What follows belongs to an exercise in optimizing a design on an open flow for small area and a short achievable clock period; a production flow would make more cautious choices. RTL that was checked went through simulation tests only; none was proved equivalent to the original. Only the layout flow was run in run 3; the RTL was not checked for function there. Power figures rest on the tool's default switching activity, not on a simulated workload.

[flow/design.v]
module add1(
	input clk,
	input en,
	input [15:0] x,
	output [15:0] z
	);
wire       nz = |x;
wire [4:0] e1 = x[14:10] + 5'd1;
wire [14:0] d = {e1[4:1], e1[0] & nz, x[9:0]};
reg [14:0] q;
always @(posedge clk) begin
	if (en) q <= d;
end
assign z = {1'b0, q};
endmodule
module fp16(
	input clk_50,reset_50,
	input [15:0] x_50,y_50,
	output [15:0] m_50,a_50
	);
wire [12:0] Yx = {1'b1, y_50[9:0], 1'b0};	 
wire [4:0]  one_d, two_d, neg_d;
genvar gk;
generate for (gk = 0; gk < 5; gk = gk + 1) begin : g_enc
	wire ym1 = Yx[2*gk], y0 = Yx[2*gk+1], yp1 = Yx[2*gk+2];
	assign one_d[gk] = y0 ^ ym1;
	assign two_d[gk] = (yp1 & ~y0 & ~ym1) | (~yp1 & y0 & ym1);
	assign neg_d[gk] = yp1;
end endgenerate
reg        s1_s;
reg  [4:0] s1_e;
reg  [9:0] s1_xm;
reg  [4:0] s1_one, s1_two, s1_neg;
reg        s1_y9;
reg        s1_nz;
always @(posedge clk_50) begin
	s1_s   <= x_50[15] ^ y_50[15];
	s1_e   <= x_50[14:10] + y_50[14:10] + 5'd17;	 
	s1_xm  <= x_50[9:0];
	s1_one <= one_d;
	s1_two <= two_d;
	s1_neg <= neg_d;
	s1_y9  <= y_50[9];
end
always @(posedge clk_50 or posedge reset_50) begin
	if (reset_50) s1_nz <= 1'b0;
	else          s1_nz <= (x_50 != 16'h0000) && (y_50 != 16'h0000);
end
wire [11:0] X  = {2'b01, s1_xm};
wire [4:0]  one = s1_one, two = s1_two, pneg = s1_neg, nneg = ~s1_neg;
wire [11:0] nb0, nb1, nb2, nb3, nb4, nb5;
wire [12:0] X2 = {X, 1'b0};
wire [11:0] nbr [0:4];
genvar gj;
generate for (gk = 0; gk < 5; gk = gk + 1) begin : g_row
	assign nbr[gk][0]  = ~((one[gk] & X[0]) ^ pneg[gk]);
	for (gj = 1; gj < 10; gj = gj + 1) begin : g_sel
		fp16_bsel u_sel (.one(one[gk]), .two(two[gk]), .neg(pneg[gk]), .a(X[gj]), .b(X[gj-1]), .nb(nbr[gk][gj]));
	end
	assign nbr[gk][10] = ~((one[gk] | two[gk] & X[9]) ^ pneg[gk]);
	assign nbr[gk][11] = ~(two[gk] ^ pneg[gk]);
end endgenerate
assign nb0 = nbr[0];
assign nb1 = nbr[1];
assign nb2 = nbr[2];
assign nb3 = nbr[3];
assign nb4 = nbr[4];
assign nb5 = ~(s1_y9 ? X2[11:0] : X);
wire ts0, tc0;
assign ts0 = ~(nneg[3] ^ nb0[6]);
assign tc0 = nneg[3] | nb0[6];
wire ts1, tc1;
assign ts1 = ~(nb0[7] ^ nb1[5]);
assign tc1 = nb0[7] | nb1[5];
wire ts2, tc2;
fp16_fa u_fa2 (.a(nneg[4]), .b(nb0[8]), .c(nb1[6]), .s(ts2), .co(tc2));
wire ts3, tc3;
assign ts3 = ~(nb2[4] ^ nb3[2]);
assign tc3 = nb2[4] | nb3[2];
wire ts4, tc4;
fp16_fa u_fa4 (.a(nb0[9]), .b(nb1[7]), .c(nb2[5]), .s(ts4), .co(tc4));
wire ts5, tc5;
assign ts5 = ~(nb3[3] ^ nb4[1]);
assign tc5 = nb3[3] | nb4[1];
wire ts6, tc6;
fp16_fa u_fa6 (.a(nb5[0]), .b(nb0[10]), .c(nb1[8]), .s(ts6), .co(tc6));
wire ts7, tc7;
fp16_fa u_fa7 (.a(nb2[6]), .b(nb3[4]), .c(nb4[2]), .s(ts7), .co(tc7));
wire ts8, tc8;
fp16_fa u_fa8 (.a(nb5[1]), .b(nb0[11]), .c(nb1[9]), .s(ts8), .co(tc8));
wire ts9, tc9;
fp16_fa u_fa9 (.a(nb2[7]), .b(nb3[5]), .c(nb4[3]), .s(ts9), .co(tc9));
wire ts10, tc10;
fp16_fa u_fa10 (.a(nneg[0]), .b(nb5[2]), .c(nb1[10]), .s(ts10), .co(tc10));
wire ts11, tc11;
fp16_fa u_fa11 (.a(nb2[8]), .b(nb3[6]), .c(nb4[4]), .s(ts11), .co(tc11));
wire ts12, tc12;
fp16_fa u_fa12 (.a(nneg[0]), .b(nb5[3]), .c(nb1[11]), .s(ts12), .co(tc12));
wire ts13, tc13;
fp16_fa u_fa13 (.a(nb2[9]), .b(nb3[7]), .c(nb4[5]), .s(ts13), .co(tc13));
wire ts14, tc14;
fp16_fa u_fa14 (.a(pneg[0]), .b(pneg[1]), .c(nb5[4]), .s(ts14), .co(tc14));
wire ts15, tc15;
fp16_fa u_fa15 (.a(nb2[10]), .b(nb3[8]), .c(nb4[6]), .s(ts15), .co(tc15));
wire ts16, tc16;
assign ts16 = nb5[5] ^ nb2[11];
assign tc16 = nb5[5] & nb2[11];
wire ts17, tc17;
assign ts17 = ~(nb3[9] ^ nb4[7]);
assign tc17 = nb3[9] | nb4[7];
wire ts18, tc18;
fp16_fa u_fa18 (.a(pneg[2]), .b(nb5[6]), .c(nb3[10]), .s(ts18), .co(tc18));
wire ts19, tc19;
assign ts19 = ~(1'b0 ^ nb5[7]);
assign tc19 = 1'b0 | nb5[7];
wire ts20, tc20;
assign ts20 = ~(nneg[2] ^ nb0[4]);
assign tc20 = nneg[2] | nb0[4];
wire ts21, tc21;
assign ts21 = ~(nb0[5] ^ nb1[3]);
assign tc21 = nb0[5] | nb1[3];
wire ts22, tc22;
fp16_fa u_fa22 (.a(nb1[4]), .b(nb2[2]), .c(nb3[0]), .s(ts22), .co(tc22));
wire ts23, tc23;
fp16_fa u_fa23 (.a(nb2[3]), .b(nb3[1]), .c(tc0), .s(ts23), .co(tc23));
wire ts24, tc24;
fp16_fa u_fa24 (.a(nb4[0]), .b(tc1), .c(ts3), .s(ts24), .co(tc24));
wire ts25, tc25;
fp16_fa u_fa25 (.a(tc3), .b(ts5), .c(tc2), .s(ts25), .co(tc25));
wire ts26, tc26;
fp16_fa u_fa26 (.a(tc5), .b(tc4), .c(ts6), .s(ts26), .co(tc26));
wire ts27, tc27;
fp16_fa u_fa27 (.a(tc6), .b(tc7), .c(ts8), .s(ts27), .co(tc27));
wire ts28, tc28;
fp16_fa u_fa28 (.a(tc8), .b(tc9), .c(ts10), .s(ts28), .co(tc28));
wire ts29, tc29;
fp16_fa u_fa29 (.a(tc10), .b(tc11), .c(ts12), .s(ts29), .co(tc29));
wire ts30, tc30;
fp16_fa u_fa30 (.a(ts14), .b(tc12), .c(tc13), .s(ts30), .co(tc30));
wire ts31, tc31;
fp16_fa u_fa31 (.a(tc14), .b(ts16), .c(ts17), .s(ts31), .co(tc31));
wire ts32, tc32;
fp16_fa u_fa32 (.a(nb4[8]), .b(tc16), .c(tc17), .s(ts32), .co(tc32));
wire ts33, tc33;
fp16_fa u_fa33 (.a(nb3[11]), .b(nb4[9]), .c(ts19), .s(ts33), .co(tc33));
wire ts34, tc34;
fp16_fa u_fa34 (.a(pneg[3]), .b(nb5[8]), .c(nb4[10]), .s(ts34), .co(tc34));
wire ts35, tc35;
assign ts35 = ~(1'b0 ^ nb5[9]);
assign tc35 = 1'b0 | nb5[9];
wire ts36, tc36;
assign ts36 = ~(nneg[1] ^ nb0[2]);
assign tc36 = nneg[1] | nb0[2];
wire ts37, tc37;
assign ts37 = ~(nb0[3] ^ nb1[1]);
assign tc37 = nb0[3] | nb1[1];
wire ts38, tc38;
fp16_fa u_fa38 (.a(nb1[2]), .b(nb2[0]), .c(ts20), .s(ts38), .co(tc38));
wire ts39, tc39;
fp16_fa u_fa39 (.a(nb2[1]), .b(tc20), .c(ts21), .s(ts39), .co(tc39));
wire ts40, tc40;
fp16_fa u_fa40 (.a(tc21), .b(ts0), .c(ts22), .s(ts40), .co(tc40));
wire ts41, tc41;
fp16_fa u_fa41 (.a(ts1), .b(tc22), .c(ts23), .s(ts41), .co(tc41));
wire ts42, tc42;
fp16_fa u_fa42 (.a(ts2), .b(tc23), .c(ts24), .s(ts42), .co(tc42));
wire ts43, tc43;
fp16_fa u_fa43 (.a(ts4), .b(tc24), .c(ts25), .s(ts43), .co(tc43));
wire ts44, tc44;
fp16_fa u_fa44 (.a(ts7), .b(tc25), .c(ts26), .s(ts44), .co(tc44));
wire ts45, tc45;
fp16_fa u_fa45 (.a(ts9), .b(tc26), .c(ts27), .s(ts45), .co(tc45));
wire ts46, tc46;
fp16_fa u_fa46 (.a(ts11), .b(tc27), .c(ts28), .s(ts46), .co(tc46));
wire ts47, tc47;
fp16_fa u_fa47 (.a(ts13), .b(tc28), .c(ts29), .s(ts47), .co(tc47));
wire ts48, tc48;
fp16_fa u_fa48 (.a(ts15), .b(tc29), .c(ts30), .s(ts48), .co(tc48));
wire ts49, tc49;
fp16_fa u_fa49 (.a(tc15), .b(ts31), .c(tc30), .s(ts49), .co(tc49));
wire ts50, tc50;
fp16_fa u_fa50 (.a(ts18), .b(ts32), .c(tc31), .s(ts50), .co(tc50));
wire ts51, tc51;
fp16_fa u_fa51 (.a(tc18), .b(tc32), .c(ts33), .s(ts51), .co(tc51));
wire ts52, tc52;
fp16_fa u_fa52 (.a(tc19), .b(ts34), .c(tc33), .s(ts52), .co(tc52));
wire ts53, tc53;
fp16_fa u_fa53 (.a(nb4[11]), .b(ts35), .c(tc34), .s(ts53), .co(tc53));
wire ts54, tc54;
fp16_fa u_fa54 (.a(pneg[4]), .b(nb5[10]), .c(tc35), .s(ts54), .co(tc54));
wire ts55, tc55;
assign ts55 = ~(1'b0 ^ nb5[11]);
assign tc55 = 1'b0 | nb5[11];
wire [21:0] ra = ~{tc54, tc53, tc52, tc51, tc50, tc49, tc48, tc47, tc46, tc45, tc44, tc43, tc42, tc41, tc40, tc39, tc38, tc37, tc36, ts36, nb0[1], nneg[0]};
wire [21:0] rb = ~{ts55, ts54, ts53, ts52, ts51, ts50, ts49, ts48, ts47, ts46, ts45, ts44, ts43, ts42, ts41, ts40, ts39, ts38, ts37, nb1[0], 1'b1, nb0[0]};
wire [10:0] lo = {1'b0, ra[9:0]} + {1'b0, rb[9:0]};
wire [11:0] pd = ra[21:10] ^ rb[21:10];
wire [11:0] gd = ra[21:10] & rb[21:10];
reg [11:0] s2_p, s2_g;
reg        s2_c;
reg        s2_s;
reg  [4:0] s2_e;
reg        s2_nz;
always @(posedge clk_50) begin
	s2_p <= pd;
	s2_g <= gd;
	s2_c <= lo[10];
	s2_s <= s1_s;
	s2_e <= s1_e;
end
always @(posedge clk_50 or posedge reset_50) begin
	if (reset_50) s2_nz <= 1'b0;
	else          s2_nz <= s1_nz;
end
wire [12:0] kg [0:4];
wire [12:0] kp [0:4];
assign kg[0] = {s2_g, s2_c};
assign kp[0] = {s2_p, 1'b0};
genvar gl, gi;
generate for (gl = 0; gl < 4; gl = gl + 1) begin : g_lvl
	for (gi = 0; gi < 13; gi = gi + 1) begin : g_pos
		if (gi >= (1 << gl)) begin : g_node
			assign kg[gl+1][gi] = kg[gl][gi] | (kp[gl][gi] & kg[gl][gi-(1<<gl)]);
			assign kp[gl+1][gi] = kp[gl][gi] & kp[gl][gi-(1<<gl)];
		end else begin : g_pass
			assign kg[gl+1][gi] = kg[gl][gi];
			assign kp[gl+1][gi] = kp[gl][gi];
		end
	end
end endgenerate
wire [11:0] p = s2_p ^ kg[4][11:0];	 
wire       hi  = p[11];
wire       sa  = s2_nz & hi;
wire       sb  = s2_nz & ~hi;
wire [4:0] e1  = s2_e + 5'd1;
wire [14:0] mag = ({15{sa}} & {e1, p[10:1]}) | ({15{sb}} & {s2_e, p[9:0]});
wire [15:0] m_q = {s2_nz & s2_s, mag};
assign m_50 = m_q;
reg c0, c1;
wire ph0 = ~(c0 | c1);
always @(posedge clk_50 or posedge reset_50) begin
	if (reset_50) begin
		c0 <= 1'b0;
		c1 <= 1'b0;
	end else begin
		c0 <= ph0;
		c1 <= c0;
	end
end
add1 a1(.clk(clk_50), .en(ph0), .x(m_q), .z(a_50));
endmodule
module fp16_fa(input a, b, c, output s, co);
	assign s  = a ^ b ^ c;
	assign co = (a & b) | (a & c) | (b & c);
endmodule
module fp16_bsel(input one, two, neg, a, b, output nb);
	assign nb = ~(((one & a) | (two & b)) ^ neg);
endmodule
[flow/config.mk]
export PLATFORM = sky130hd
export DESIGN_NAME = fp16
export DESIGN_NICKNAME = fp16
export VERILOG_FILES = /design/flow/design.v
export SDC_FILE = /design/flow/constraint.sdc
export NUM_CORES = 4
export LEC_CHECK = 0
export CAP_MARGIN = 20
export CORE_MARGIN = 2
export CORE_UTILIZATION = 40
export CTS_BUF_LIST = sky130_fd_sc_hd__clkbuf_4 sky130_fd_sc_hd__clkbuf_8
export PLACE_DENSITY = 0.6
export SETUP_SLACK_MARGIN = 2.5
export SLEW_MARGIN = 20
export SYNTH_HIERARCHICAL = 1
export SYNTH_MINIMUM_KEEP_SIZE = 0
[flow/constraint.sdc]
create_clock -name core_clock -period 6.0 [get_ports {clk_50}]
set_input_delay 1.2000 -clock core_clock [delete_from_list [all_inputs] [get_ports {clk_50}]]
set_output_delay 1.2000 -clock core_clock [all_outputs]
set_load 0.01 [all_outputs]
[flow/flow/run.sh]
#!/bin/bash
set -e
export BUFFER_PORTS_ARGS="-buffer_cell sky130_fd_sc_hd__buf_1"
bash standard.sh > standard.log 2>&1
[flow/standard.sh]
#!/bin/bash
# synth_recipe.tcl (not shown) runs the flow's synth.tcl, then flattens the netlist and writes it again
# the make line also repeats each setting of config.mk as NAME=value (left out here)
make -C /OpenROAD-flow-scripts/flow DESIGN_CONFIG=/design/flow/config.mk WORK_HOME=/design/flow/orfs CLKGATE_MAP_FILE= SYNTH_SCRIPT=/design/flow/synth_recipe.tcl "${@:-finish}"
==> summary.md, run 1 <==
| Metric | Value |
|---|---|
| CTS sink cnt | `80` |
| Number of synthesized flops with an enable pin | `15` |
| R2R depth | `12` |
| Worst endpoint data arrival time | `2.59 ns` |
| Clock root buffer master | `clkbuf_8` |
| Max clock buf depth | `2` |
| Cells after Synth | `524` |
| Die height | `124 um` |
| RSZ-0062 raised after global routing | `true` |
| Sequential share of the synthesized area | `30.9%` |
| Status | `finished clean` |
| Area share of fa/ha/maj cells after synthesis | `24.1%` |
| Achievable Freq | `264 MHz` |
| Compound-Gate Fraction of Synth Area | `15.9%` |
| Xor and xnor area share after synthesis | `13.0%` |
| Global-route wire length before repair | `20700 um` |
| Worst-margin pin slew | `0.878 ns` |
| Worst setup path end | `m_50[13]` |
| Static leakage | `0.00285 uW` |
| WS Path Type | `reg -> out` |
| Most frequent cell on the critical path | `buf_4` |
| Fin crit share | `63.1%` |
| Yosys synthesis warning count | `8` |
| Iteration-0 DRC Markers | `178` |
| Filler Cell Count | `1283` |
| Largest net degree at the start of global routing | `23` |
| VDD IR max | `0.193 mV` |
| Min cycle time layout | `3.79 ns` |
| Initial core utilization | `41.2%` |
| Syn Area/Cell | `11.0 um^2` |
| Critical path startpoint category | `register` |
| Width of the die | `124 um` |
| Power Density | `468 nW/um^2` |
| Io pins | `66` |
| Max-Cap Viols | `0` |
| CTS tree | `built` |
| Total congestion overflow | `0` |
| Reg2reg start | `s1_xm[6]$_DFF_P_` |
| Worst Skew | `0.0144 ns` |
| Vias per cell | `5.03` |
| H-tree lvl count | `3` |
| Count of final setup violators | `0` |
| Total power | `3170 uW` |
| Syn Nets | `642` |
| # hold bufs at CTS | `0` |
| Share of post-route cells with drive strength above 1 | `20.6%` |
| Worst Setup SP | `s2_c$_DFF_P_` |
| Initial antenna violation count | `0` |
| CP endpoint kind | `primary output` |
| WP depth | `10` |
| Post-synth top flop | `dfxtp_1` |
| Syn Std Cell Area | `5740 um^2` |
| Die area | `15300 um^2` |
| Yosys reg bits | `80` |
| Post-DP HPWL | `9080 um` |
| N_diodes | `0` |
| Core area | `13900 um^2` |
| Max incr delay on CP | `0.37 ns` |
| Drc violations | `0` |
| Rel. slew slack | `41.4%` |
| Post-synthesis simple-gate area fraction | `7.30%` |
| R2R setup slack | `2.70 ns` |
| GRT Util Overall | `17.3%` |
| Clk slew on worst S/H paths | `0.09 ns` |
| Slew Limit Fails | `0` |
| TNS Setup | `0 ns` |
| CTS Buf Count | `9` |
| Slowest cell on the critical path | `or3_4` |
| Later-pin clock latency in the skew report | `0.37 ns` |
| IO buf count | `64` |
| Via Count | `4052` |
| Worst hold slack | `0.330 ns` |
| Post-synthesis mux area share | `2.64%` |
| Reg2reg end | `s2_c$_DFF_P_` |
| Count of cell types in the netlist | `48` |
| Placer Congestion | `0.811` |
| Avg WL per Cell | `15.5 um` |
| Vias in the first global route | `4128` |
| Buf+Inv Stages, Crit Path | `3` |
| ANT nets after route | `0` |
| Max FO, Critical Path | `6` |
| Crit path max-delay family | `compound AO/OA/AOI/OAI gates` |
| Largest family of logic cells by synthesized area | `adder cells` |
| Pre-antenna DRT Iters | `4` |
| Area Growth Syn to Fin | `18.1%` |
| WP data required | `4.80 ns` |
| Nets | `739` |
| Crit path cell chain | `ha_4 > o211ai_1 > buf_4 > a2111oi_4 > buf_4 > o2111ai_4 > nand3_4 > or3_4 > a21oi_4 > buf_6` |
| Final Hold Viols | `0` |
| Row count | `43` |
| Asr flop ratio synth | `5.00%` |
| Min-Delay Path Class | `reg -> reg` |
| Final WL | `12500 um` |
[cell usage after synthesis, types with 3 or more instances]
cell / instances / area [um^2]
mux2i_1: 14 / 140
xor2_1: 64 / 561
ha_1: 40 / 500
nand2_1: 17 / 63.8
dfrtp_1: 4 / 100
xnor2_1: 21 / 184
nand4_1: 4 / 25.0
nand3b_1: 4 / 30.0
nor2_1: 13 / 48.8
edfxtp_1: 15 / 450
nand3_1: 8 / 40.0
fa_1: 44 / 881
a21oi_1: 18 / 90.1
nand2b_1: 6 / 37.5
and2_1: 3 / 18.8
o21ai_0: 12 / 60.1
inv_1: 74 / 278
dfxtp_1: 61 / 1220
nor3b_1: 3 / 22.5
nor4_1: 12 / 75.1
a211oi_1: 3 / 22.5
a22oi_2: 45 / 563
a21o_1: 5 / 37.5
[modules after synthesis, one instance, submodules excluded]
module	cells	cell area (um^2)	times used
add1	31	566	1
fp16	360	3350	1
fp16_bsel	2	21.3	45
fp16_fa	1	20.0	43
[area by class of cell]
class / instances / area [um^2] / area share, %
inverter: 74 / 278 / 4.10
tap: 180 / 225 / 3.32
timing repair buffer: 90 / 470 / 6.94
clock inverter: 6 / 75.1 / 1.11
multi-input combinational: 366 / 3810 / 56.3
sequential: 80 / 1780 / 26.2
clock buffer: 10 / 138 / 2.03
[cell families (layout without fill, tap and decap cells)]
family	count (synthesis)	after routing
AO/OA/AOI/OAI	100	100
XOR/XNOR	85	85
adder cells (fa/ha/maj)	84	84
buffers and inverters	81	180
flip-flops	80	80
AND/OR/NAND/NOR	78	81
multiplexers	15	15
other	1	1
[where the power goes]
group / switching (uW) / internal [uW]
Clock: 214 / 209
Combinational: 979 / 851
Sequential: 157 / 760
Total: 1350 / 1820
[worst min path at each step]
stage	startpoint	endpoint	slack (ns)	cells past startpoint
after global placement	s1_s$_DFF_P_	s2_s$_DFF_P_	0.31	0
after global routing	s1_e[3]$_DFF_P_	s2_e[3]$_DFF_P_	0.34	0
after floorplan	s1_e[0]$_DFF_P_	s2_e[0]$_DFF_P_	0.31	0
after detailed placement	s1_e[0]$_DFF_P_	s2_e[0]$_DFF_P_	0.31	0
after CTS	s1_e[1]$_DFF_P_	s2_e[1]$_DFF_P_	0.33	0
final	s1_e[1]$_DFF_P_	s2_e[1]$_DFF_P_	0.33	0
[layout by cell type (no fill, tap or decap), types with 3 or more instances in the layout]
cell type	n
ha_1	39
and2_1	3
xor2_1	63
nand4_1	4
o21ai_0	11
nand2b_1	6
nor2_2	6
inv_1	74
a22oi_2	45
edfxtp_1	15
mux2i_1	12
nand2_1	17
dfxtp_1	58
nand3b_1	4
nand3_4	5
clkbuf_8	10
a21oi_1	16
dfrtp_1	4
buf_1	52
nand3_1	7
a21o_1	5
nor3b_1	3
nor2_1	7
buf_4	24
xnor2_1	21
fa_1	44
buf_2	8
nor4_1	12
buf_6	4
[metrics by stage]
stage	worst slack (ns)	cell area (um^2)	utilization, %	cells
6_report	2.21	6780	48.6	806
5_1_grt	2.07	6780	48.6	806
4_1_cts	2.21	6630	47.6	798
3_5_place_dp	2.02	6140	44.1	762
3_3_place_gp	2.11	6140	44.0	762
2_1_floorplan	2.70	5740	-	524
[repair_timing]
item	4_1_cts	5_1_grt
buffers inserted	17	8
endpoints found under the setup margin	15	15
resized for setup	30	22
pin swaps	20	10
cloned	3	0
[routing by layer]
| metal | share of wire [%] | global-route usage [%] |
|---|---|---|
| met2 | 49 | 29.4 |
| met5 | 0 | 0 |
| met4 | 1.1 | 4.62 |
| met1 | 46 | 22.8 |
| met3 | 4.3 | 3.21 |
[registers in the layout (all words and copies together), names as in the netlist]
| signal | cells |
|---|---|
| c0 | 1 |
| s2_c | 1 |
| s2_g | 11 |
| s2_p | 12 |
| s1_xm | 10 |
| s1_neg | 5 |
| s2_e | 5 |
| s1_e | 5 |
| a1.q | 15 |
| c1 | 1 |
| s2_s | 1 |
| s1_one | 5 |
| s1_s | 1 |
| s1_two | 5 |
| s2_nz | 1 |
| s1_nz | 1 |
==> inputs of run 2 (changes only) <==
--- a/flow/config.mk
+++ b/flow/config.mk
@@ -10,7 +10,7 @@
 export CORE_UTILIZATION = 40
 export CTS_BUF_LIST = sky130_fd_sc_hd__clkbuf_4 sky130_fd_sc_hd__clkbuf_8
 export PLACE_DENSITY = 0.6
-export SETUP_SLACK_MARGIN = 2.5
+export SETUP_SLACK_MARGIN = 1.5
 export SLEW_MARGIN = 20
 export SYNTH_HIERARCHICAL = 1
 export SYNTH_MINIMUM_KEEP_SIZE = 0
==> run 2 against run 1 <==
  * Cell area is 6.2% lower
  * Non-clock buffer count is 25 lower
  * Global-route usage is 0.71 points lower
  * Synthesized area stayed put
  * Worst hold slack hardly changed
  * Critical path type unchanged
  * Critical endpoint unchanged
  * Largest cell class unchanged
==> summary.md, run 2 <==
| Metric | Value |
|---|---|
| Status | `finished clean` |
| Core area | `13900 um^2 (unchanged)` |
| Combinational Power Share | `52.1% (-5.6 points)` |
| Drc violations | `0 (unchanged)` |
| Final WL | `11800 um (-5.9%)` |
| Critical path startpoint category | `register` |
| Syn Area/Cell | `11.0 um^2 (unchanged)` |
| Vias per cell | `5.01 (-0.29%)` |
| Max-Cap Viols | `0 (unchanged)` |
| Area leader, netlist | `dfxtp_1` |
| Post-synth top area share | `21.3% (unchanged)` |
| CTS tree | `built` |
| Initial antenna violation count | `0 (unchanged)` |
| Cells after Synth | `524 (unchanged)` |
| Count of final setup violators | `0 (unchanged)` |
| Vias in the first global route | `3925 (-4.9%)` |
| Post-route cell area | `6360 um^2 (-6.2%)` |
| Worst endpoint data arrival time | `3.03 ns (+0.44 ns)` |
| Largest net degree at the start of global routing | `23 (unchanged)` |
| Worst-margin pin slew | `0.864 ns (-0.0138 ns)` |
| Die height | `124 um (unchanged)` |
| Placer Congestion | `0.811 (unchanged)` |
| Nets | `711 (-3.8%)` |
| Area contributors post-synth | `dfxtp_1, fa_1, a22oi_2` |
| Worst Setup SP | `s2_c$_DFF_P_` |
| Worst hold slack | `0.330 ns (+0.000212 ns)` |
| Iteration-0 DRC Markers | `171 (-3.9%)` |
| Reg power frac | `32.8% (+3.9 points)` |
| Clock root buffer master | `clkbuf_8` |
| CTS sink cnt | `80 (unchanged)` |
| Pint | `1580 uW (-13%)` |
| Power Density | `437 nW/um^2 (-6.5%)` |
| P_sw | `1200 uW (-11%)` |
| Reg2reg start | `s1_xm[6]$_DFF_P_` |
| Yosys synthesis warning count | `8 (unchanged)` |
| Most numerous cell in the Yosys netlist | `inv_1` |
| Rel. slew slack | `42.3% (+0.92 points)` |
| TNS Setup | `0 ns (unchanged)` |
| Avg WL per Cell | `15.1 um (-2.5%)` |
| Width of the die | `124 um (unchanged)` |
| Dpl cells | `762 (unchanged)` |
| CP endpoint kind | `primary output` |
| Switch share | `43.2% (+0.65 points)` |
| Asr flop ratio synth | `5.00% (unchanged)` |
| N_diodes | `0 (unchanged)` |
| Worst Skew | `0.0147 ns (+0.000343 ns)` |
| Post-CTS setup buffers | `0 (-17)` |
| Die area | `15300 um^2 (unchanged)` |
| CTS Buf Count | `9 (unchanged)` |
| Syn Std Cell Area | `5740 um^2 (unchanged)` |
| Static leakage | `0.00266 uW (-6.8%)` |
| Via Count | `3900 (-3.8%)` |
| Fin crit share | `70.5% (+7.3 points)` |
| IO buf count | `64 (unchanged)` |
| Initial core utilization | `41.2% (unchanged)` |
| Max reg flops | `15 (unchanged)` |
| Pre-antenna DRT Iters | `4 (unchanged)` |
| Later-pin clock latency in the skew report | `0.37 ns (about the same)` |
| Yosys reg bits | `80 (unchanged)` |
| Global-route wire length before repair | `19900 um (-4.1%)` |
| # hold bufs at CTS | `0 (unchanged)` |
| Post-DP HPWL | `9080 um (unchanged)` |
| Max clock buf depth | `2 (unchanged)` |
| Most frequent cells in the layout | `inv_1, xor2_1, buf_1` |
| Min-Delay Path Class | `reg -> reg` |
| Syn Nets | `642 (unchanged)` |
| Max FO, Critical Path | `21 (+15)` |
| Largest regs | `a1.q x15, s2_p x12, s2_g x11` |
| VDD IR max | `0.180 mV (-6.8%)` |
| RSZ-0062 raised after global routing | `false` |
| Achievable Freq | `237 MHz (-10%)` |
| R2R setup slack | `2.70 ns (about the same)` |
| Clk pwr share | `15.1% (+1.7 points)` |
| Total congestion overflow | `0 (unchanged)` |
| WS Path Type | `reg -> out` |
| Number of synthesized flops with an enable pin | `15 (unchanged)` |
| Most flop-heavy register | `a1.q` |
| GRT Util Overall | `16.6% (-0.71 points)` |
| Final Hold Viols | `0 (unchanged)` |
| Post-synth top flop | `dfxtp_1` |
| Min cycle time layout | `4.23 ns (+0.438 ns)` |
| Cell Count, Final, Fillers Out | `778 (-3.5%)` |
| H-tree lvl count | `3 (unchanged)` |
| Share of post-route cells with drive strength above 1 | `11.7% (-8.9 points)` |
| Commonest cells post-synth | `inv_1, xor2_1, dfxtp_1` |
| Count of cell types in the netlist | `48 (unchanged)` |
| Total power | `2780 uW (-12%)` |
| Hold_sp | `s1_e[1]$_DFF_P_` |
| Clk slew on worst S/H paths | `0.08 ns (about the same)` |
| Area Growth Syn to Fin | `10.8%` |
| Commonest non-fill, non-tap cell in the layout | `inv_1` |
| ANT nets after route | `0 (unchanged)` |
| Sequential share of the synthesized area | `30.9% (unchanged)` |
| Post-Place Cell Area | `6140 um^2 (unchanged)` |
| WP data required | `4.80 ns (about the same)` |
| Post_cts resized | `0 (-100%)` |
| Row count | `43 (unchanged)` |
| Io pins | `66 (unchanged)` |
| Slew Limit Fails | `0 (unchanged)` |
[run 2: cell counts after synthesis]
No cell type changed its count.
[run 2: stage by stage]
step / utilization, % / setup slack (ns)
2_1_floorplan: - / 2.70
3_3_place_gp: 44.0 / 2.11
3_5_place_dp: 44.1 / 2.02
4_1_cts: 45.6 / 1.60
5_1_grt: 45.6 / 1.54
6_report: 45.6 / 1.77
[run 2: Yosys stat by module, one instance, submodules excluded]
module / flip-flops and latches / area [um^2] / times used
fp16: 65 / 3350 / 1
add1: 15 / 566 / 1
fp16_bsel: 0 / 21.3 / 45
fp16_fa: 0 / 20.0 / 43
[run 2: power by group through the flow]
stage                     sequential [uW]  combinational (uW)  clock [uW]
after floorplan                       912                1100           0
after CTS                             910                1480         436
after global placement                915                1450           0
after global routing                  933                1700         456
final                                 912                1450         420
after detailed placement              923                1470           0
[run 2: final cells by class]
cell class	instances	area [um^2]
fillers	1336	7570
multi-input cells	363	3620
flip-flops and latches	80	1770
inverters	74	278
repair buffers	65	248
well taps	180	225
clock buffers	10	138
clock inverters	6	75.1
[run 2: final timing paths]
check	to	cells past startpoint
min in group asynchronous	c0$_DFF_PP0_	2
max	m_50[13]	8
max in group asynchronous	s2_nz$_DFF_PP0_	2
min	s2_e[1]$_DFF_P_	0
min reg2reg	s2_e[1]$_DFF_P_	0
max reg2reg	s2_c$_DFF_P_	12
[run 2: cell families (layout without fill, tap and decap cells)]
| family | Yosys count | count (layout) | share of synthesized area, % |
|---|---|---|---|
| flip-flops | 80 | 80 | 30.9 |
| other | 1 | 1 | 0.0654 |
| multiplexers | 15 | 15 | 2.64 |
| adder cells (fa/ha/maj) | 84 | 84 | 24.1 |
| AO/OA/AOI/OAI | 100 | 100 | 15.9 |
| buffers and inverters | 81 | 155 | 6.13 |
| XOR/XNOR | 85 | 85 | 13.0 |
| AND/OR/NAND/NOR | 78 | 78 | 7.30 |
[run 2: layer usage]
metal	part of all wire, %	vias up	GRT usage, %
li1	-	1928	-
met1	47	1877	22.2
met2	47	83	27.6
met3	4.5	12	3.21
met4	1.1	0	4.69
met5	0	-	0
[run 2: critical path, cell delays in order, from the launching register on]
cell	delay, ns
dfxtp_1	0.33
ha_1	0.21
o211ai_1	0.31
a2111oi_2	0.17
o2111ai_1	0.38
nand3_4	0.31
or3_1	0.42
a21oi_1	0.32
buf_1	0.20
==> inputs of run 3 (changes only) <==
--- a/flow/design.v
+++ b/flow/design.v
@@ -18,38 +18,33 @@
 	input [15:0] x_50,y_50,
 	output [15:0] m_50,a_50
 	);
-wire [12:0] Yx = {1'b1, y_50[9:0], 1'b0};	 
-wire [4:0]  one_d, two_d, neg_d;
+reg        s1_s;
+reg  [4:0] s1_e;
+reg  [9:0] s1_xm, s1_ym;
+reg        s1_nz;
+always @(posedge clk_50) begin
+	s1_s  <= x_50[15] ^ y_50[15];
+	s1_e  <= x_50[14:10] + y_50[14:10] + 5'd17;	 
+	s1_xm <= x_50[9:0];
+	s1_ym <= y_50[9:0];
+end
+always @(posedge clk_50 or posedge reset_50) begin
+	if (reset_50) s1_nz <= 1'b0;
+	else          s1_nz <= (x_50 != 16'h0000) && (y_50 != 16'h0000);
+end
+wire [11:0] X  = {2'b01, s1_xm};
+wire [12:0] Yx = {1'b1, s1_ym, 1'b0};	 
+wire [4:0]  one, two, pneg, nneg;
+wire [11:0] nb0, nb1, nb2, nb3, nb4, nb5;
+wire [12:0] X2 = {X, 1'b0};
 genvar gk;
 generate for (gk = 0; gk < 5; gk = gk + 1) begin : g_enc
 	wire ym1 = Yx[2*gk], y0 = Yx[2*gk+1], yp1 = Yx[2*gk+2];
-	assign one_d[gk] = y0 ^ ym1;
-	assign two_d[gk] = (yp1 & ~y0 & ~ym1) | (~yp1 & y0 & ym1);
-	assign neg_d[gk] = yp1;
+	assign one[gk]  = y0 ^ ym1;
+	assign two[gk]  = (yp1 & ~y0 & ~ym1) | (~yp1 & y0 & ym1);
+	assign pneg[gk] = yp1;
+	assign nneg[gk] = ~yp1;
 end endgenerate
-reg        s1_s;
-reg  [4:0] s1_e;
-reg  [9:0] s1_xm;
-reg  [4:0] s1_one, s1_two, s1_neg;
-reg        s1_y9;
-reg        s1_nz;
-always @(posedge clk_50) begin
-	s1_s   <= x_50[15] ^ y_50[15];
-	s1_e   <= x_50[14:10] + y_50[14:10] + 5'd17;	 
-	s1_xm  <= x_50[9:0];
-	s1_one <= one_d;
-	s1_two <= two_d;
-	s1_neg <= neg_d;
-	s1_y9  <= y_50[9];
-end
-always @(posedge clk_50 or posedge reset_50) begin
-	if (reset_50) s1_nz <= 1'b0;
-	else          s1_nz <= (x_50 != 16'h0000) && (y_50 != 16'h0000);
-end
-wire [11:0] X  = {2'b01, s1_xm};
-wire [4:0]  one = s1_one, two = s1_two, pneg = s1_neg, nneg = ~s1_neg;
-wire [11:0] nb0, nb1, nb2, nb3, nb4, nb5;
-wire [12:0] X2 = {X, 1'b0};
 wire [11:0] nbr [0:4];
 genvar gj;
 generate for (gk = 0; gk < 5; gk = gk + 1) begin : g_row
@@ -65,7 +60,7 @@
 assign nb2 = nbr[2];
 assign nb3 = nbr[3];
 assign nb4 = nbr[4];
-assign nb5 = ~(s1_y9 ? X2[11:0] : X);
+assign nb5 = ~(s1_ym[9] ? X2[11:0] : X);
 wire ts0, tc0;
 assign ts0 = ~(nneg[3] ^ nb0[6]);
 assign tc0 = nneg[3] | nb0[6];
@@ -191,50 +186,21 @@
 wire ts55, tc55;
 assign ts55 = ~(1'b0 ^ nb5[11]);
 assign tc55 = 1'b0 | nb5[11];
-wire [21:0] ra = ~{tc54, tc53, tc52, tc51, tc50, tc49, tc48, tc47, tc46, tc45, tc44, tc43, tc42, tc41, tc40, tc39, tc38, tc37, tc36, ts36, nb0[1], nneg[0]};
-wire [21:0] rb = ~{ts55, ts54, ts53, ts52, ts51, ts50, ts49, ts48, ts47, ts46, ts45, ts44, ts43, ts42, ts41, ts40, ts39, ts38, ts37, nb1[0], 1'b1, nb0[0]};
-wire [10:0] lo = {1'b0, ra[9:0]} + {1'b0, rb[9:0]};
-wire [11:0] pd = ra[21:10] ^ rb[21:10];
-wire [11:0] gd = ra[21:10] & rb[21:10];
-reg [11:0] s2_p, s2_g;
-reg        s2_c;
-reg        s2_s;
-reg  [4:0] s2_e;
-reg        s2_nz;
-always @(posedge clk_50) begin
-	s2_p <= pd;
-	s2_g <= gd;
-	s2_c <= lo[10];
-	s2_s <= s1_s;
-	s2_e <= s1_e;
-end
+wire [21:0] nra = {tc54, tc53, tc52, tc51, tc50, tc49, tc48, tc47, tc46, tc45, tc44, tc43, tc42, tc41, tc40, tc39, tc38, tc37, tc36, ts36, nb0[1], nneg[0]};
+wire [21:0] nrb = {ts55, ts54, ts53, ts52, ts51, ts50, ts49, ts48, ts47, ts46, ts45, ts44, ts43, ts42, ts41, ts40, ts39, ts38, ts37, nb1[0], 1'b1, nb0[0]};
+wire [21:0] np  = nra + nrb + 22'd1;
+wire [21:0] p   = ~np;
+wire       hi  = p[21];
+wire       sa  = s1_nz & hi;
+wire       sb  = s1_nz & ~hi;
+wire [4:0] e1  = s1_e + 5'd1;
+wire [14:0] mag = ({15{sa}} & {e1, p[20:11]}) | ({15{sb}} & {s1_e, p[19:10]});
+wire [15:0] m_d = {s1_nz & s1_s, mag};
+reg [15:0] m_q;
 always @(posedge clk_50 or posedge reset_50) begin
-	if (reset_50) s2_nz <= 1'b0;
-	else          s2_nz <= s1_nz;
-end
-wire [12:0] kg [0:4];
-wire [12:0] kp [0:4];
-assign kg[0] = {s2_g, s2_c};
-assign kp[0] = {s2_p, 1'b0};
-genvar gl, gi;
-generate for (gl = 0; gl < 4; gl = gl + 1) begin : g_lvl
-	for (gi = 0; gi < 13; gi = gi + 1) begin : g_pos
-		if (gi >= (1 << gl)) begin : g_node
-			assign kg[gl+1][gi] = kg[gl][gi] | (kp[gl][gi] & kg[gl][gi-(1<<gl)]);
-			assign kp[gl+1][gi] = kp[gl][gi] & kp[gl][gi-(1<<gl)];
-		end else begin : g_pass
-			assign kg[gl+1][gi] = kg[gl][gi];
-			assign kp[gl+1][gi] = kp[gl][gi];
-		end
-	end
-end endgenerate
-wire [11:0] p = s2_p ^ kg[4][11:0];	 
-wire       hi  = p[11];
-wire       sa  = s2_nz & hi;
-wire       sb  = s2_nz & ~hi;
-wire [4:0] e1  = s2_e + 5'd1;
-wire [14:0] mag = ({15{sa}} & {e1, p[10:1]}) | ({15{sb}} & {s2_e, p[9:0]});
-wire [15:0] m_q = {s2_nz & s2_s, mag};
+	if (reset_50) m_q <= 16'h0000;
+	else          m_q <= m_d;
+end
 assign m_50 = m_q;
 reg c0, c1;
 wire ph0 = ~(c0 | c1);
--- a/flow/config.mk
+++ b/flow/config.mk
@@ -10,7 +10,7 @@
 export CORE_UTILIZATION = 40
 export CTS_BUF_LIST = sky130_fd_sc_hd__clkbuf_4 sky130_fd_sc_hd__clkbuf_8
 export PLACE_DENSITY = 0.6
-export SETUP_SLACK_MARGIN = 1.5
+export SETUP_SLACK_MARGIN = 2.5
 export SLEW_MARGIN = 20
 export SYNTH_HIERARCHICAL = 1
 export SYNTH_MINIMUM_KEEP_SIZE = 0
==> run 3 against run 2 <==
  * Worst setup slack worse by 0.42 ns
  * Largest cell class unchanged
  * Clock skew decreased by 0.0056 ns
  * Combinational power grew to 2.6 times the previous value
  * Register-to-register slack worse by 1.4 ns
==> summary.md, run 3 <==
| Metric | Value |
|---|---|
| Status | `finished clean` |
| Post-synth top flop | `dfxtp_1` |
| Max reg flops | `16 (+1)` |
| Drc violations | `0 (unchanged)` |
| Syn Area/Cell | `10.2 um^2 (-6.5%)` |
| Row count | `44 (+2.3%)` |
| Slowest cell on the critical path | `or4_4` |
| TNS Setup | `0 ns (unchanged)` |
| Largest regs | `m_q x16, a1.q x15` |
| IO buf count | `64 (unchanged)` |
| Width of the die | `125 um (+0.59%)` |
| Via Count | `4877 (+25%)` |
| Later-pin clock latency in the skew report | `0.37 ns (about the same)` |
| Worst Skew | `0.00918 ns (-0.00556 ns)` |
| Post-Place Cell Area | `6380 um^2 (+3.9%)` |
| Max FO, Critical Path | `8 (-62%)` |
| Yosys synthesis warning count | `8 (unchanged)` |
| Vias in the first global route | `4870 (+24%)` |
| Sequential share of the synthesized area | `24.9% (-6.0 points)` |
| Area contributors post-synth | `fa_1, a22oi_2, dfxtp_1` |
| Die area | `15500 um^2 (+1.2%)` |
| Buf+Inv Stages, Crit Path | `1 (unchanged)` |
| ANT nets after route | `0 (unchanged)` |
| GRT Util Overall | `19.8% (+3.2 points)` |
| Max clock buf depth | `2 (unchanged)` |
| Most numerous cell in the Yosys netlist | `xor2_1` |
| CTS Buf Count | `9 (unchanged)` |
| Asr flop ratio synth | `31.7% (+27 points)` |
| Rel. slew slack | `48.7% (+6.4 points)` |
| Placer Congestion | `0.856 (+5.6%)` |
| Total congestion overflow | `0 (unchanged)` |
| Syn Std Cell Area | `5810 um^2 (+1.2%)` |
| Clk slew on worst S/H paths | `0.07 ns (about the same)` |
| Min cycle time layout | `4.65 ns (+0.424 ns)` |
| VDD IR max | `0.386 mV (+120%)` |
| Cells after Synth | `567 (+8.2%)` |
| Achievable Freq | `215 MHz (-9.1%)` |
| Count of cell types in the netlist | `68 (+42%)` |
| Max incr delay on CP | `0.55 ns (+0.13 ns)` |
| Crit path cell chain | `or2_4 > mux2i_4 > buf_12 > a22oi_2 > xor2_1 > fa_2 > fa_1 > fa_1 > ha_4 > a211o_1 > a21oi_4 > o21ai_4 > a221oi_4 > a21oi_4 > or4_4 > a21oi_2` |
| Io pins | `66 (unchanged)` |
| Critical path startpoint category | `register` |
| Die height | `125 um (+0.59%)` |
| Max-Cap Viols | `0 (unchanged)` |
| Count of final setup violators | `0 (unchanged)` |
| Clock root buffer master | `clkbuf_8` |
| CTS tree | `built` |
| Post-synth top area share | `15.2% (-6.1 points)` |
| Fin crit share | `77.5% (+7.1 points)` |
| Final WL | `15700 um (+34%)` |
| Worst endpoint data arrival time | `4.94 ns (+1.91 ns)` |
| Syn Nets | `684 (+6.5%)` |
| # hold bufs at CTS | `0 (unchanged)` |
| Number of synthesized flops with an enable pin | `15 (unchanged)` |
| Power Density | `635 nW/um^2 (+45%)` |
| Initial core utilization | `40.4% (-0.76 points)` |
| CP endpoint kind | `register` |
| Final Hold Viols | `0 (unchanged)` |
| WS Path Type | `reg -> reg` |
| Static leakage | `0.00297 uW (+12%)` |
| N_diodes | `0 (unchanged)` |
| Initial antenna violation count | `0 (unchanged)` |
| Post-DP HPWL | `11400 um (+25%)` |
| Min-Delay Path Class | `reg -> reg` |
| Yosys reg bits | `60 (-25%)` |
| Post-route cell area | `7670 um^2 (+21%)` |
| Commonest non-fill, non-tap cell in the layout | `buf_1` |
| Most flop-heavy register | `m_q` |
| CTS sink cnt | `60 (-25%)` |
| WP data required | `6.29 ns (+1.49 ns)` |
| Area leader, netlist | `fa_1` |
| Slew Limit Fails | `0 (unchanged)` |
| Filler Cell Count | `1222 (-8.5%)` |
| Area Growth Syn to Fin | `32.1%` |
| Largest net degree at the start of global routing | `23 (unchanged)` |
| Vias per cell | `5.50 (+9.7%)` |
| Multi-input logic area | `4680 um^2 (+29%)` |
| Commonest cells post-synth | `xor2_1, inv_1, a22oi_2` |
| H-tree lvl count | `3 (unchanged)` |
| RSZ-0062 raised after global routing | `true` |
| Share of post-route cells with drive strength above 1 | `33.6% (+22 points)` |
| Worst hold slack | `0.410 ns (+0.0805 ns)` |
| Nets | `815 (+15%)` |
| Pre-antenna DRT Iters | `5 (+1)` |
| Iteration-0 DRC Markers | `248 (+45%)` |
| Global-route wire length before repair | `24600 um (+24%)` |
| Avg WL per Cell | `17.7 um (+17%)` |
| Total power | `4880 uW (+75%)` |
| Core area | `14400 um^2 (+3.1%)` |
| FF+latch area | `1470 um^2 (-17%)` |
| Worst-margin pin slew | `0.767 ns (-0.0968 ns)` |
| Crit path max-delay family | `adder cells` |
| Most frequent cells in the layout | `buf_1, buf_4, xor2_1` |
run 3: cell count changes after synthesis, moves of 5 or more:
cell and delta:
xor2_1 -7, nand3_1 +12, xnor2_1 -9, inv_1 -24, o21a_1 +7, nor3_1 +7, dfrtp_1 +15, clkbuf_1 +6
a21oi_1 +13, dfxtp_1 -35, nand2_1 +10, nor3_2 +5
run 3: cell type report:
type / instances / area share (%)
multi-input cells: 442 / 61.1
repair buffers: 134 / 11.6
clock buffers: 10 / 1.71
flip-flops and latches: 60 / 19.2
clock inverters: 6 / 0.848
well taps: 184 / 3.00
inverters: 51 / 2.56
run 3: modules after synthesis (local to each module, per instance):
module     times used  flip-flops and latches  cell area [um^2]  cells
add1                1                      15               566     31
fp16_bsel          45                       0              21.3      2
fp16_fa            43                       0              20.0      1
fp16                1                      45              3420    403
run 3: power by group:
part | switching [uW] | leakage [uW] | internal [uW]
registers | 95.3 | 0.000568 | 569
clock network | 173 | 0.0000996 | 196
logic | 2090 | 0.00231 | 1760
total | 2350 | 0.00297 | 2520
run 3: through the flow:
stage                     util, %  instances  worst slack [ns]
after detailed placement     44.4        802             0.690
after CTS                    50.0        864              1.41
after floorplan                 -        567              1.33
final                        53.4        887              1.35
after global placement       44.4        802             0.875
after global routing         53.4        887              1.22
run 3: layer usage:
metal | vias to the layer above | global-route usage (%) | wire length, um
li1 | 2317 | - | -
met1 | 2374 | 25.4 | 6820
met2 | 159 | 33.2 | 7730
met3 | 27 | 4.08 | 786
met4 | 0 | 7.01 | 398
met5 | - | 0 | 0
run 3: path summary, 6_finish.rpt:
kind / slack [ns] / end / start / cells past startpoint
min: 0.41 / c1$_DFF_PP0_ / c0$_DFF_PP0_ / 0
min reg2reg: 0.41 / c1$_DFF_PP0_ / c0$_DFF_PP0_ / 0
max: 1.35 / m_q[14]$_DFF_PP0_ / s1_ym[7]$_DFF_P_ / 16
max in group asynchronous: 4.68 / m_q[7]$_DFF_PP0_ / reset_50 / 2
min in group asynchronous: 0.89 / s1_nz$_DFF_PP0_ / reset_50 / 2
max reg2reg: 1.35 / m_q[14]$_DFF_PP0_ / s1_ym[7]$_DFF_P_ / 16
run 3: repair_timing:
item,CTS,global route
endpoints found under the setup margin,15,15
setup buffers,46,21
gates resized for setup,41,49
gates cloned,0,2
pin swaps,20,38
run 3: logic make-up (layout without fill, tap and decap cells):
logic type               after synthesis  after routing  synth area share [%]
AO/OA/AOI/OAI                        153            153                  22.6
AND/OR/NAND/NOR                      124            125                  11.8
adder cells (fa/ha/maj)               83             83                  23.6
XOR/XNOR                              69             69                  10.4
buffers and inverters                 66            201                  4.70
flip-flops                            60             60                  24.9
multiplexers                          11             11                  1.92
other                                  1              1                0.0646
run 3: worst reg2reg max path, cell delays in order (launching register included):
cell,delay [ns]
dfxtp_4,0.40
or2_4,0.28
mux2i_4,0.17
buf_12,0.15
a22oi_2,0.06
xor2_1,0.19
fa_2,0.35
fa_1,0.46
fa_1,0.54
ha_4,0.23
a211o_1,0.34
a21oi_4,0.18
o21ai_4,0.08
a221oi_4,0.32
a21oi_4,0.13
or4_4,0.55
a21oi_2,0.14

[re-timing with driven ports]
In the flow no input, the clock included, has a driving cell. The finished layouts below were timed again as built, in two steps.
Step 1 assumes that a clkbuf_16 drives the clock port and a buf_2 every other input.
Step 2 moves the port delays by t, midway between the first and last clock arrival at a register: inputs arrive t later, outputs are due t later. That takes back most of the time a late clock gives input paths.
Three values: ideal, step 1, step 2; two values: the first two.
| run | shift t [ns] | setup WS [ns] | worst setup path at the end | latest minus earliest clock arrival (ns) | worst slew at a driven data input, ns |
|---|---|---|---|---|---|
| run 1 | 0.393 | 2.211 / 2.180 / 2.573 | register to output | 0.015 / 0.015 | 0.04 |
| run 2 | 0.394 | 1.773 / 1.741 / 2.135 | register to output | 0.016 / 0.015 | 0.04 |
| run 3 | 0.397 | 1.349 / 1.349 / 1.349 | register to register | 0.010 / 0.009 | 0.03 |
After both steps setup and hold are still met in every run listed.
